Context: an optimization exercise on an open-source flow, tuned for small area. The choices shown serve that exercise and are no tape-out recipe.
Only simulation tests tie the RTL to the original design; equivalence was not proved.
No activity file was given, so power comes from the tool's default toggle rates.

## keypad_password_system
module keypad_password_system (
    input  wire       clk,
    input  wire       reset_n,
    input  wire [3:0] keypad_rows,
    output wire [3:0] keypad_cols,
    output wire [6:0] seg_out,
    output wire [3:0] digit_sel
);
For scale: roughly 300 cells after synthesis, roughly 70 flip-flops, roughly 3200 sq um of cells after synthesis.
Settings: LEC_CHECK=0, CAP_MARGIN=20, CORE_MARGIN=2, CORE_UTILIZATION=55, SLEW_MARGIN=20; clock period 10.0 ns.
standard.sh (not shown) runs the stock make flow with config.mk's settings and CLKGATE_MAP_FILE= SYNTH_SCRIPT=/design/flow/synth_recipe.tcl, a recipe that flattens the netlist after the stock synthesis.
==> flow/flow/run.sh <==
#!/bin/bash
# Layout flow: the standard ORFS flow (standard.sh, unchanged synthesis),
# with two settings changed:
#  - clock tree synthesis without dummy load cells,
#  - the smallest buffer (buf_1) for the input and output port buffers.
# The whole make output goes to flow_standard.log in the work folder.
set -euo pipefail
export CTS_ARGS="-sink_clustering_enable -repair_clock_nets -dont_use_dummy_load -buf_list sky130_fd_sc_hd__clkbuf_4"
export BUFFER_PORTS_ARGS="-buffer_cell sky130_fd_sc_hd__buf_1"
bash standard.sh > flow_standard.log 2>&1
==> next run, changes <==
--- a/flow/design.v
+++ b/flow/design.v
@@ -1,17 +1,17 @@
 module hex_to_7seg (
     input  wire [3:0] hex_in,
     output wire [6:0] seg_out   
 );
-    localparam [15:0] T_A = 16'b0111010011111100;
+    localparam [15:0] T_A = 16'b0111000011111100;
     localparam [15:0] T_B = 16'b0101010111011111;
     localparam [15:0] T_C = 16'b0111011111101111;
     localparam [15:0] T_D = 16'b0111000011110000;
-    localparam [15:0] T_E = 16'b0010001011010000;
+    localparam [15:0] T_E = 16'b0010111111010000;
     localparam [15:0] T_F = 16'b0110011011101010;
-    localparam [15:0] T_G = 16'b1111111101111010;
+    localparam [15:0] T_G = 16'b1111000001110010;
     assign seg_out = {T_G[hex_in], T_F[hex_in], T_E[hex_in], T_D[hex_in],
                       T_C[hex_in], T_B[hex_in], T_A[hex_in]};
 endmodule
 module keypad_scanner (
     input  wire       clk,
     input  wire       reset,
@@ -69,13 +69,13 @@
                 deb_valid <= one_low;
         end
     end
     always @(posedge clk)
         if (deb_update)
             deb_row <= low_row;
-    wire key_found = deb_valid & ~(scan_index == 2'b11 & deb_row == 2'd3);
+    wire key_found = deb_valid & ~(scan_index == 2'b11 & deb_row == 2'b11);
     localparam [2:0] K_IDLE = 3'b000, K_DET = 3'b001, K_W1 = 3'b011, K_W2 = 3'b111,
                      K_W3 = 3'b110, K_W4 = 3'b101, K_W = 3'b010;
     reg [2:0] state;
     reg [3:0] detected_key;
     reg [11:0] release_timer;
     localparam [11:0] RELEASE_END = 12'b001110010011;   
@@ -118,13 +118,13 @@
     localparam S_SUCCESS  = 2'b10;
     localparam S_FAIL     = 2'b11;
     localparam [3:0] P_EMPTY = 4'b1111;   
     localparam [3:0] P_1 = 4'b0000, P_2 = 4'b0100, P_3 = 4'b1100, P_4 = 4'b0001;
     localparam [3:0] P_C = 4'b1010, P_E = 4'b0011;
     localparam [16:0] TIMER_END = {5'b11011, 12'b101011011011};
-    wire is_digit = (key_pos[3:2] != 2'b10) & ~(key_pos[1:0] == 2'd3 & key_pos[3:2] != 2'b01);
+    wire is_digit = (key_pos[3:2] != 2'b10) & ~(key_pos[1:0] == 2'b11 & key_pos[3:2] != 2'b01);
     wire is_clear = (key_pos == P_C);
     wire is_enter = (key_pos == P_E);
     wire full = (digits[11:8] != P_EMPTY);
     wire pass = (digits == {P_1, P_2, P_3}) & (key_pos == P_4);
     reg [4:0] timer;
     wire in_result = state[1];
@@ -202,15 +202,15 @@
             4'b11_11: char_seg = 7'b0000110;   
             4'b11_10: char_seg = 7'b0111000;   
             default:  char_seg = 7'b1000000;   
         endcase
     end
     wire [6:0] seg = show_digit ? digit_seg : char_seg;
-    assign seg_out = (!started && prescaler[2]) ? 7'b0000000 : seg;
-    assign digit_sel = (!started && prescaler[1]) ? 4'b1111 :
-                       {~(idx == 2'b00), ~(idx == 2'b01), ~(idx == 2'b11), ~(idx == 2'b10)};
+    assign seg_out = {seg[6] & ~(!started && prescaler[2]), seg[5:0]};
+    assign digit_sel = {~(idx == 2'b00) | (!started && prescaler[1]),
+                        ~(idx == 2'b01), ~(idx == 2'b11), ~(idx == 2'b10)};
 endmodule
 module keypad_password_system (
     input  wire       clk,
     input  wire       reset_n,
     input  wire [3:0] keypad_rows,
     output wire [3:0] keypad_cols,
The new run went through all stages and came out clean.
Clock skew increases by 0.0061 ns.
First-iteration DRC count fell by a few percent.
Sequential power stays flat.
Cell area shrinks by a few percent.
Via count is lower by a few percent.
Utilization increases by 1.5 points.
Sequential share of layout area came out higher by 2.3 points.
Worst setup slack degrades by 0.10 ns.
Worst hold slack gets worse by 0.0056 ns.
Area after synthesis went down by a few percent.
Power falls slightly.
Critical path depth fell by 1.
Routed wire length is lower by a little under a tenth.
Final cell count goes down by a few percent.

-- static timing again, ports no longer ideal --
How much do the figures lean on ideal ports? The routed layouts below were timed once more, with nothing changed but the port constraints. Step 1 sets driving cells, clkbuf_16 on the clock port and buf_2 on the other inputs (assumed; they add their load-dependent delay and slew). Step 2 moves the port delays by t, midway between the first and last clock arrival at a register: inputs arrive t later, outputs are due t later. That takes back most of the time a late clock gives input paths. a / b / c = no drivers / after step 1 / after step 2; a / b = the first two.
| run | t (ns) | setup slack, ns | worst setup path at the end | pins driven straight from the clock port |
|---|---|---|---|---|
| the first run | 0.413 | 5.319 / 5.295 / 5.708 | register to output | 1 |
| the second run | 0.406 | 5.219 / 5.195 / 5.602 | register to output | 1 |
After both steps every run listed still meets setup and hold.
